Background: an optimization exercise with open tools, aiming at small area and a short achievable clock period. Do not read the settings as production practice. At most, simulation tests tie the RTL to the original design; equivalence was not proved. Power is estimated from default activity; no workload was simulated.

==> flow/design.v <==
module pipe_stage #(parameter W = 1, parameter EN = 1) (
    input clock,
    input [W-1:0] d,
    output [W-1:0] q
);
    generate if (EN) begin : g_reg
        reg [W-1:0] r;
        always @(posedge clock) r <= d;
        assign q = r;
    end else begin : g_wire
        assign q = d;
    end endgenerate
endmodule
module valid_stage #(parameter EN = 1) (
    input clock,
    input reset,
    input d,
    output q
);
    generate if (EN) begin : g_reg
        reg r;
        always @(posedge clock or posedge reset)
            if (reset) r <= 1'b0;
            else       r <= d;
        assign q = r;
    end else begin : g_wire
        assign q = d;
    end endgenerate
endmodule
module fp_adder_16_bit (
    input clock,
    input reset,
    input in_valid,
    input [15:0] operand_a,
    input [15:0] operand_b,
    input final_operation,
    output reg out_valid,
    output reg [15:0] result,
    output reg overflow_flag,
    output reg underflow_flag,
    output reg zero_flag,
    output reg infinity_flag,
    output reg NaN_flag
);
    localparam S1 = 1;    
    localparam S2 = 1;    
    localparam S3 = 1;    
    localparam S4 = 1;    
    localparam S5 = 1;    
    wire        sa = operand_a[15], sb = operand_b[15];
    wire [4:0]  ea = operand_a[14:10], eb = operand_b[14:10];
    wire [9:0]  fa = operand_a[9:0],  fb = operand_b[9:0];
    wire        ha = |fa, hb = |fb;
    wire ea_max = &ea, eb_max = &eb;
    wire inf_c  = (ea_max & ~ha) | (eb_max & ~hb);
    wire nan_c  = (ea_max & ha) | (eb_max & hb);
    wire [5:0]  ediff = {1'b0, ea} - {1'b0, eb};      
    wire        e_lt  = ediff[5];
    wire        e_eq  = (ea == eb);
    wire        f_lt  = (fa < fb);
    wire [4:0]  bexp  = e_lt ? eb : ea;
    wire        flush = e_lt | (ediff[4:0] > 5'd11);
    wire [3:0]  sh    = ediff[3:0];
    wire [9:0]  fa_1, fb_1;
    wire        ha_1, hb_1, sa_1, sb_1, e_lt_1, e_eq_1, f_lt_1;
    wire [4:0]  bexp_1;
    wire [3:0]  sh_1;
    wire        flush_1, fop_1, inf_1, nan_1, v_1;
    pipe_stage #(.W(40), .EN(S1)) r1 (clock,
        {fa, fb, ha, hb, sa, sb, e_lt, e_eq, f_lt, bexp, sh, flush, final_operation, inf_c, nan_c},
        {fa_1, fb_1, ha_1, hb_1, sa_1, sb_1, e_lt_1, e_eq_1, f_lt_1, bexp_1, sh_1, flush_1, fop_1, inf_1, nan_1});
    valid_stage #(.EN(S1)) rv1 (clock, reset, in_valid, v_1);
    wire [10:0] ma_1  = {ha_1, fa_1}, mb_1 = {hb_1, fb_1};
    wire        op_1   = fop_1 ^ sa_1 ^ sb_1;
    wire        zero_1 = ~ha_1 & ~hb_1;
    wire        bsel  = e_eq_1 ? f_lt_1 : e_lt_1;
    wire        sign_1 = bsel ? sb_1 : sa_1;
    wire [10:0] big_1 = bsel ? mb_1 : ma_1;
    wire [13:0] lx    = {mb_1, 3'b000};
    wire [13:0] shx   = lx >> sh_1;
    wire [10:0] por;
    genvar q;
    generate for (q = 0; q < 11; q = q + 1) begin : g_por
        assign por[q] = |mb_1[q:0];
    end endgenerate
    wire [15:0] stk_sel = {3'b000, por, 2'b00};     
    wire [15:0] nz_sel  = {4'b0000, por, 1'b0};     
    wire        stk   = stk_sel[sh_1];
    wire        nz_lo = nz_sel[sh_1];
    wire        fstk  = e_lt_1 ? ha_1 : hb_1;
    wire [13:0] al    = flush_1 ? {13'd0, fstk} :
                        (e_eq_1 & f_lt_1) ? {ma_1, 3'b000} : {shx[13:1], stk};
    wire        z3    = flush_1 ? ~fstk : (e_eq_1 & f_lt_1) ? 1'b1 : ~nz_lo;
    wire        c3    = op_1 & z3;
    wire [13:0] ax    = al ^ {14{op_1}};
    wire        keep  = ~op_1 & ~fop_1;              
    wire [10:0] big_2, axh_2;
    wire [2:0]  al_lo_2;
    wire [4:0]  bexp_2;
    wire        c3_2, op_2, keep_2, sign_2, zero_2, inf_2, nan_2, v_2;
    pipe_stage #(.W(37), .EN(S2)) r2 (clock,
        {big_1, ax[13:3], al[2:0], c3, op_1, keep, bexp_1, sign_1, zero_1, inf_1, nan_1},
        {big_2, axh_2, al_lo_2, c3_2, op_2, keep_2, bexp_2, sign_2, zero_2, inf_2, nan_2});
    valid_stage #(.EN(S2)) rv2 (clock, reset, v_1, v_2);
    wire [11:0] g0 = {big_2 & axh_2, c3_2};
    wire [11:0] p0 = {big_2 ^ axh_2, 1'b0};
    wire [11:0] g1, p1, g2, p2, g3, p3, g4;
    genvar j;
    generate for (j = 0; j < 12; j = j + 1) begin : g_ks
        if (j >= 1) begin : l1
            assign g1[j] = g0[j] | (p0[j] & g0[j-1]);
            assign p1[j] = p0[j] & p0[j-1];
        end else begin : n1
            assign g1[j] = g0[j];
            assign p1[j] = p0[j];
        end
        if (j >= 2) begin : l2
            assign g2[j] = g1[j] | (p1[j] & g1[j-2]);
            assign p2[j] = p1[j] & p1[j-2];
        end else begin : n2
            assign g2[j] = g1[j];
            assign p2[j] = p1[j];
        end
        if (j >= 4) begin : l3
            assign g3[j] = g2[j] | (p2[j] & g2[j-4]);
            assign p3[j] = p2[j] & p2[j-4];
        end else begin : n3
            assign g3[j] = g2[j];
            assign p3[j] = p2[j];
        end
        if (j >= 8) begin : l4
            assign g4[j] = g3[j] | (p3[j] & g3[j-8]);
        end else begin : n4
            assign g4[j] = g3[j];
        end
    end endgenerate
    wire [11:0] hi   = {g4[11], p0[11:1] ^ g4[10:0]};
    wire [2:0]  r_lo = op_2 ? (3'd0 - al_lo_2) : al_lo_2;
    wire        as_  = hi[11] & keep_2;
    wire [13:0] R    = {hi[10:0], r_lo};
    wire [13:0] R_3;
    wire [4:0]  bexp_3;
    wire        as_3, sign_3, zero_3, inf_3, nan_3, v_3;
    pipe_stage #(.W(24), .EN(S3)) r3 (clock,
        {R, as_, bexp_2, sign_2, zero_2, inf_2, nan_2},
        {R_3, as_3, bexp_3, sign_3, zero_3, inf_3, nan_3});
    valid_stage #(.EN(S3)) rv3 (clock, reset, v_2, v_3);
    wire [14:0] T = {as_3, R_3};
    wire [15:0] X = {T, 1'b0};
    wire [7:0]  v1, c1;
    wire [3:0]  v2;
    wire [7:0]  c2;
    wire [1:0]  v3;
    wire [5:0]  c3z;
    genvar u;
    generate for (u = 0; u < 8; u = u + 1) begin : g_l1
        assign v1[u] = X[2*u+1] | X[2*u];
        assign c1[u] = ~X[2*u+1];
    end
    for (u = 0; u < 4; u = u + 1) begin : g_l2
        assign v2[u] = v1[2*u+1] | v1[2*u];
        assign c2[2*u+1] = ~v1[2*u+1];
        assign c2[2*u]   = v1[2*u+1] ? c1[2*u+1] : c1[2*u];
    end
    for (u = 0; u < 2; u = u + 1) begin : g_l3
        assign v3[u] = v2[2*u+1] | v2[2*u];
        assign c3z[3*u+2]   = ~v2[2*u+1];
        assign c3z[3*u+1:3*u] = v2[2*u+1] ? c2[4*u+3:4*u+2] : c2[4*u+1:4*u];
    end endgenerate
    wire        vz = v3[1] | v3[0];
    wire [3:0]  lz = {~v3[1], v3[1] ? c3z[5:3] : c3z[2:0]};
    wire [3:0]  s  = vz ? lz : 4'd1;                  
    wire [14:0] tsh = T << {s[3:2], 2'b00};          
    wire [13:0] tsh_4;
    wire [3:0]  s_4;
    wire [4:0]  bexp_4;
    wire        sign_4, zero_4, inf_4, nan_4, v_4;
    pipe_stage #(.W(27), .EN(S4)) r4 (clock,
        {tsh[13:0], s, bexp_3, sign_3, zero_3, inf_3, nan_3},
        {tsh_4, s_4, bexp_4, sign_4, zero_4, inf_4, nan_4});
    valid_stage #(.EN(S4)) rv4 (clock, reset, v_3, v_4);
    wire [13:0] fsh = tsh_4 << s_4[1:0];
    wire [12:0] nm_4 = fsh[13:1];
    wire [4:0]  ne  = bexp_4 + 5'd1 - {1'b0, s_4};
    wire [9:0]  M   = nm_4[12:3];
    wire        inc = nm_4[2] & (nm_4[1] | nm_4[0] | nm_4[3]);
    wire [9:0]  pre;
    genvar k;
    generate for (k = 0; k < 10; k = k + 1) begin : g_pre
        if (k == 0) begin : g0
            assign pre[k] = 1'b1;
        end else begin : gk
            assign pre[k] = &M[k-1:0];
        end
    end endgenerate
    wire [9:0]  mr  = M ^ (pre & {10{inc}});
    wire        m_all1 = &M;
    wire        m_zero = ~|M;
    wire        m_1ff  = (M == 10'h1ff);
    wire        m_200  = (M == 10'h200);
    wire        wr  = inc ? m_1ff : m_200;           
    wire        mrz = inc ? m_all1 : m_zero;         
    wire [9:0]  mr_5;
    wire [4:0]  ne0;
    wire        wr_5, mrz_5, sign_5, zero_5, inf_5, nan_5, v_5;
    pipe_stage #(.W(21), .EN(S5)) r5 (clock,
        {mr, wr, mrz, ne, sign_4, zero_4, inf_4, nan_4},
        {mr_5, wr_5, mrz_5, ne0, sign_5, zero_5, inf_5, nan_5});
    valid_stage #(.EN(S5)) rv5 (clock, reset, v_4, v_5);
    wire [4:0]  ne1 = ne0 + 5'd1;
    wire        ovf = wr_5 ? (ne0 == 5'd30) : (ne0 == 5'd31);
    wire        unf = (ne0 == 5'd0) & mrz_5;
    wire [4:0]  ex  = wr_5 ? ne1 : ne0;
    wire [9:0]  mo  = ovf ? 10'd0 : wr_5 ? 10'd1 : mr_5;
    wire [4:0]  xo  = (inf_5 | nan_5) ? 5'h1f : ex;
    wire [9:0]  fo  = inf_5 ? 10'd0 : nan_5 ? 10'h3ff : mo;
    always @(posedge clock) begin
        result         <= {sign_5, xo, fo};
        overflow_flag  <= ovf;
        underflow_flag <= unf;
        zero_flag      <= zero_5;
        infinity_flag  <= inf_5;
        NaN_flag       <= nan_5;
    end
    always @(posedge clock or posedge reset)
        if (reset) out_valid <= 1'b0;
        else       out_valid <= v_5;
endmodule
clock: 3.5 ns
lec_check: 0
abc_area: 1
cap_margin: 20
core_margin: 2
core_utilization: 40
cts_buf_list: sky130_fd_sc_hd__clkbuf_8
cts_cluster_size: 40
setup_slack_margin: 1.8
slew_margin: 20
run.sh (not shown) runs the stock make flow with config.mk's settings and CLKGATE_MAP_FILE= SYNTH_SCRIPT=/design/flow/synth_recipe.tcl, a recipe that flattens the netlist after the stock synthesis.
Next try:
--- a/flow/design.v
+++ b/flow/design.v
@@ -143,36 +143,20 @@
     wire        as_3, sign_3, zero_3, inf_3, nan_3, v_3;
     pipe_stage #(.W(24), .EN(S3)) r3 (clock,
         {R, as_, bexp_2, sign_2, zero_2, inf_2, nan_2},
         {R_3, as_3, bexp_3, sign_3, zero_3, inf_3, nan_3});
     valid_stage #(.EN(S3)) rv3 (clock, reset, v_2, v_3);
     wire [14:0] T = {as_3, R_3};
-    wire [15:0] X = {T, 1'b0};
-    wire [7:0]  v1, c1;
-    wire [3:0]  v2;
-    wire [7:0]  c2;
-    wire [1:0]  v3;
-    wire [5:0]  c3z;
-    genvar u;
-    generate for (u = 0; u < 8; u = u + 1) begin : g_l1
-        assign v1[u] = X[2*u+1] | X[2*u];
-        assign c1[u] = ~X[2*u+1];
+    reg  [3:0]  s;
+    integer i;
+    always @(*) begin
+        s = 4'd1;
+        for (i = 0; i < 14; i = i + 1)
+            if (R_3[i]) s = 4'd14 - i;
+        if (as_3) s = 4'd0;
     end
-    for (u = 0; u < 4; u = u + 1) begin : g_l2
-        assign v2[u] = v1[2*u+1] | v1[2*u];
-        assign c2[2*u+1] = ~v1[2*u+1];
-        assign c2[2*u]   = v1[2*u+1] ? c1[2*u+1] : c1[2*u];
-    end
-    for (u = 0; u < 2; u = u + 1) begin : g_l3
-        assign v3[u] = v2[2*u+1] | v2[2*u];
-        assign c3z[3*u+2]   = ~v2[2*u+1];
-        assign c3z[3*u+1:3*u] = v2[2*u+1] ? c2[4*u+3:4*u+2] : c2[4*u+1:4*u];
-    end endgenerate
-    wire        vz = v3[1] | v3[0];
-    wire [3:0]  lz = {~v3[1], v3[1] ? c3z[5:3] : c3z[2:0]};
-    wire [3:0]  s  = vz ? lz : 4'd1;                  
     wire [14:0] tsh = T << {s[3:2], 2'b00};          
     wire [13:0] tsh_4;
     wire [3:0]  s_4;
     wire [4:0]  bexp_4;
     wire        sign_4, zero_4, inf_4, nan_4, v_4;
     pipe_stage #(.W(27), .EN(S4)) r4 (clock,
The new run completed without violations.
Die area fell by 2.7%.
Combinational power is about the same.
Clock skew came out lower by 0.0049 ns.
Final area fell by 0.75%.
Global-route usage fell by 0.95 points.
Worst hold slack loses 0.012 ns.
Clock power shrinks by about 6%.
Clock-buffer cell count does not change.
Routed wire length drops by 2.8%.
Sequential power hardly moves.
Core utilization climbs by 0.31 points.
Non-clock buffer count rises by 5.
Function not checked in the first run of this note: the RTL went through the layout flow alone.

## re-timing with driven ports
Ports are ideal in the flow. The routed layouts listed here were re-timed in OpenROAD. Step 1, drivers: a clkbuf_16 drives clock and a buf_2 each remaining input, both assumed. Step 2 times the ports against the registers' clock, not the clock port: input delays grow and output delays shrink by t, the midpoint of the rising clock arrivals with the driver on. Slacks: no drivers / after step 1 / after step 2; pairs: no drivers / after step 1.
run | t, ns | setup WS [ns] | worst setup path after step 2 | cell pins on the clock port's net
the first run | 0.492 | 1.828 / 1.800 / 1.344 | input to register | 1
the second run | 0.486 | 1.819 / 1.805 / 1.348 | input to register | 1
After both steps every run listed still meets setup and hold. For the first run, which loses most, drivers alone change the setup slack by -0.028 ns; drivers and shift together by -0.484 ns.
